Source: an optimization exercise on an open RTL-to-GDS flow (aim: small area, a short achievable clock period and few clock cycles per item). Production flows keep margins and buffers that such runs may drop. The RTL was checked by simulation tests, not by an equivalence proof against the original design. Power figures rest on the tool's default switching activity, not on a simulated workload.

== the baseline ==
==> module cache, before the edit <==
module cache (
    input   logic           clk,
    input   logic           rst,
    input   logic   [31:0]  ufp_addr,
    input   logic   [3:0]   ufp_rmask,
    input   logic   [3:0]   ufp_wmask,
    output  logic   [31:0]  ufp_rdata,
    input   logic   [31:0]  ufp_wdata,
    output  logic           ufp_resp,
    output  logic   [31:0]  dfp_addr,
    output  logic           dfp_read,
    output  logic           dfp_write,
    input   logic   [255:0] dfp_rdata,
    output  logic   [255:0] dfp_wdata,
    input   logic           dfp_resp
);
logic [255:0] line_q  [8];
logic [25:0]  tag_q   [8];
logic [7:0]   valid_q ;
logic [7:0]   dirty_q ;
logic [2:0]   plru_q  [2];
logic         st_wb ;       
logic         st_rd ;       
logic         resp_r ;
logic [31:0]  rdata_r ;
logic [255:0] wb_r ;        
logic [7:0]   osel_r ;      
logic [25:0]  dtag_r ;      
logic [31:2]  addr_r ;
logic [31:0]  wdata_r ;
logic [3:0]   wmask_r ;
logic [7:0]   lsel_r ;      
wire ready  = ~st_wb & ~st_rd ;
wire accept = ready & ((|ufp_rmask) | (|ufp_wmask)) ;
wire is_wr  = |ufp_wmask ;
wire        in_set = ufp_addr[5] ;
wire [25:0] in_tag = ufp_addr[31:6] ;
wire [2:0]  in_off = ufp_addr[4:2] ;
logic [7:0] hit8 ;
logic [3:0] hitv ;
logic [3:0] vic ;
logic [2:0] p ;
logic [2:0] pnext ;
logic [3:0] wayv ;
logic [7:0] lsel ;
logic       hit ;
logic       vdirty ;
logic [25:0] vtag ;
always_comb
begin
   for (int l = 0; l < 8; l++)
      hit8[l] = valid_q[l] && (tag_q[l] == in_tag) ;
   hitv = in_set ? hit8[7:4] : hit8[3:0] ;
   hit  = |hitv ;
   p    = in_set ? plru_q[1] : plru_q[0] ;
   vic[0] = p[1:0] == 2'b00 ;
   vic[1] = p[1:0] == 2'b10 ;
   vic[2] = {p[2],p[0]} == 2'b01 ;
   vic[3] = {p[2],p[0]} == 2'b11 ;
   wayv = hit ? hitv : vic ;
   lsel = in_set ? {wayv, 4'b0000} : {4'b0000, wayv} ;
   vdirty = 1'b0 ;
   vtag   = '0 ;
   for (int w = 0; w < 4; w++) begin
      if (vic[w]) begin
         vdirty = vdirty | (in_set ? valid_q[4+w] & dirty_q[4+w] : valid_q[w] & dirty_q[w]) ;
         vtag   = vtag | (in_set ? tag_q[4+w] : tag_q[w]) ;
      end
   end
   pnext = p ;
   if (wayv[0]) pnext = {p[2], 2'b11} ;
   if (wayv[1]) pnext = {p[2], 2'b01} ;
   if (wayv[2]) pnext = {1'b1, p[1], 1'b0} ;
   if (wayv[3]) pnext = {1'b0, p[1], 1'b0} ;
end
logic [255:0] sline ;
always_comb
begin
   sline = '0 ;
   for (int l = 0; l < 8; l++)
      sline = sline | ({256{lsel[l]}} & line_q[l]) ;
end
wire fill = st_rd & dfp_resp ;
logic [31:0]  wbyte ;        
logic [255:0] din ;
always_comb
begin
   for (int b = 0; b < 32; b++) begin
      if (st_rd)
         wbyte[b] = (addr_r[4:2] == b/4) && wmask_r[b%4] ;
      else
         wbyte[b] = 1'b1 ;
      din[b*8 +: 8] = wbyte[b] ? (st_rd ? wdata_r[(b%4)*8 +: 8] : ufp_wdata[(b%4)*8 +: 8])
                               : dfp_rdata[b*8 +: 8] ;
   end
end
wire hitwr = accept & hit & is_wr ;
logic [31:0] hbyte ;         
always_comb
   for (int b = 0; b < 32; b++)
      hbyte[b] = (in_off == b/4) && ufp_wmask[b%4] ;
generate for (genvar l = 0; l < 8; l++) begin : lines
   for (genvar b = 0; b < 32; b++) begin : bytes
      always_ff @(posedge clk)
         if ((fill && lsel_r[l]) || (hitwr && lsel[l] && hbyte[b]))
            line_q[l][b*8 +: 8] <= din[b*8 +: 8] ;
   end
   always_ff @(posedge clk)
      if (fill && lsel_r[l])
         tag_q[l] <= addr_r[31:6] ;
   always_ff @(posedge clk)
      if (rst)
         valid_q[l] <= 1'b0 ;
      else if (fill && lsel_r[l])
         valid_q[l] <= 1'b1 ;
   always_ff @(posedge clk)
      if (fill && lsel_r[l])
         dirty_q[l] <= |wmask_r ;
      else if (hitwr && lsel[l])
         dirty_q[l] <= 1'b1 ;
end endgenerate
always_ff @(posedge clk)
begin
   if (rst) begin
      st_wb  <= 1'b0 ;
      st_rd  <= 1'b0 ;
      resp_r <= 1'b0 ;
      plru_q[0] <= '0 ;
      plru_q[1] <= '0 ;
   end
   else begin
      resp_r <= 1'b0 ;
      if (accept) begin
         plru_q[in_set] <= pnext ;
         if (hit)
            resp_r <= 1'b1 ;
         else begin
            st_wb <= vdirty ;
            st_rd <= ~vdirty ;
         end
      end
      if (st_wb && dfp_resp) begin
         st_wb <= 1'b0 ;
         st_rd <= 1'b1 ;
      end
      if (fill) begin
         st_rd  <= 1'b0 ;
         resp_r <= 1'b1 ;
      end
   end
end
always_ff @(posedge clk)
begin
   if (ready) begin
      addr_r  <= ufp_addr[31:2] ;
      wdata_r <= ufp_wdata ;
      wmask_r <= ufp_wmask ;
      lsel_r  <= lsel ;
      wb_r    <= sline ;
      osel_r  <= 8'b1 << in_off ;
      dtag_r  <= vdirty ? vtag : in_tag ;
   end
   else if (st_wb && dfp_resp)
      dtag_r  <= addr_r[31:6] ;
   else if (fill)
      wb_r    <= din ;
end
always_comb
begin
   rdata_r = '0 ;
   for (int k = 0; k < 8; k++)
      rdata_r = rdata_r | ({32{osel_r[k]}} & wb_r[k*32 +: 32]) ;
end
assign ufp_resp  = resp_r ;
assign ufp_rdata = rdata_r ;
assign dfp_read  = st_rd ;
assign dfp_write = st_wb ;
assign dfp_addr  = {dtag_r, addr_r[5], 5'b00000} ;
assign dfp_wdata = wb_r ;
endmodule
make LEC_CHECK=0 CAP_MARGIN=20 CORE_MARGIN=2 CORE_UTILIZATION=40 SLEW_MARGIN=20 SYNTH_MEMORY_MAX_BITS=65536 finish   # period 11.0 ns
run.sh (not shown) runs the stock make flow with config.mk's settings and CLKGATE_MAP_FILE= SYNTH_SCRIPT=/design/flow/synth_recipe.tcl, a recipe that flattens the netlist after the stock synthesis.
The baseline: full flow OK, the timing, DRC and antenna checks passed
Testbench counts of the baseline, summed over its fixed seeds: cycles 93,084, requests 16,000.
The following lists how the candidate was set up differently from the baseline:
-- flow/design.v --
<<< the baseline, line 220
logic         resp_r ;
logic [31:0]  rdata_r ;
logic [255:0] wb_r ;        
logic [7:0]   osel_r ;      
logic [25:0]  dtag_r ;      
logic [31:2]  addr_r ;
>>> the candidate, line 220
logic         resp_r ;
logic [31:0]  rdata_r ;
logic [255:0] wb_r ;
logic [25:0]  dtag_r ;      
logic [31:2]  addr_r ;
<<< the baseline, line 270
   if (wayv[3]) pnext = {1'b0, p[1], 1'b0} ;
end
logic [255:0] sline ;
always_comb
begin
   sline = '0 ;
   for (int l = 0; l < 8; l++)
      sline = sline | ({256{lsel[l]}} & line_q[l]) ;
end
wire fill = st_rd & dfp_resp ;
>>> the candidate, line 269
   if (wayv[3]) pnext = {1'b0, p[1], 1'b0} ;
end
logic [31:0] wword [4] ;
logic [31:0] hword ;
always_comb
begin
   hword = '0 ;
   for (int w = 0; w < 4; w++) begin
      wword[w] = in_set ? line_q[4+w][in_off*32 +: 32] : line_q[w][in_off*32 +: 32] ;
      hword = hword | ({32{hitv[w]}} & wword[w]) ;
   end
end
logic [255:0] vline ;
always_comb
begin
   vline = '0 ;
   for (int w = 0; w < 4; w++)
      vline = vline | ({256{vic[w]}} & (in_set ? line_q[4+w] : line_q[w])) ;
end
wire fill = st_rd & dfp_resp ;
<<< the baseline, line 353
      wmask_r <= ufp_wmask ;
      lsel_r  <= lsel ;
      wb_r    <= sline ;
      osel_r  <= 8'b1 << in_off ;
      dtag_r  <= vdirty ? vtag : in_tag ;
   end
   else if (st_wb && dfp_resp)
      dtag_r  <= addr_r[31:6] ;
   else if (fill)
      wb_r    <= din ;
end
always_comb
begin
   rdata_r = '0 ;
   for (int k = 0; k < 8; k++)
      rdata_r = rdata_r | ({32{osel_r[k]}} & wb_r[k*32 +: 32]) ;
end
assign ufp_resp  = resp_r ;
assign ufp_rdata = rdata_r ;
>>> the candidate, line 362
      wmask_r <= ufp_wmask ;
      lsel_r  <= lsel ;
      wb_r    <= vline ;
      dtag_r  <= vdirty ? vtag : in_tag ;
   end
   else if (st_wb && dfp_resp)
      dtag_r  <= addr_r[31:6] ;
end
always_ff @(posedge clk)
   rdata_r <= st_rd ? dfp_rdata[addr_r[4:2]*32 +: 32] : hword ;
assign ufp_resp  = resp_r ;
assign ufp_rdata = rdata_r ;
Results
Lower met2 capacity usage during global routing among the baseline and the candidate: the candidate
Final cell count in the candidate is 4.6% higher than in the baseline
Looking at peak clock frequency supported by timing, the candidate sits 18 MHz higher than the baseline does.
Going from the baseline to the candidate, number of buffers added by the clock tree synthesis step grows by 11.
Sequential power went down by more than 10% going from the baseline to the candidate.
Relative to the baseline, finished layout cell area has increased by 6.6% in the candidate.
In the candidate, layout buffering overhead excluding clock cells is higher than in the baseline.
Testbench counts of the candidate, summed over its fixed seeds: cycles 93,084, requests 16,000.

-- what the ideal ports hide --
In the flow no input, the clock included, has a driving cell. The finished layouts below were timed again as built, in two steps.
Step 1 assumes that a clkbuf_16 drives the clock port and a buf_2 every other input.
Step 2 adds t to the input delays and takes it off the output delays; t is the mean of the earliest and latest rising clock arrival at the registers after step 1. Input paths then give back, and output paths get back, about the clock's delay inside the block.
Slacks: ideal ports / drivers / drivers and shift; pairs: ideal ports / drivers.
| run | t, ns | slack for setup (ns) | hold WS [ns] | worst slew at a driven data input, ns |
|---|---|---|---|---|
| the baseline | 1.027 | 3.793 / 3.861 / 2.833 | 0.469 / 0.469 / 0.469 | 0.14 |
| the candidate | 1.018 | 4.612 / 4.627 / 3.609 | 0.463 / 0.463 / 0.463 | 0.24 |
After both steps every run listed still meets setup and hold. For the candidate, which loses most, drivers alone change the setup slack by +0.015 ns; drivers and shift together by -1.003 ns.
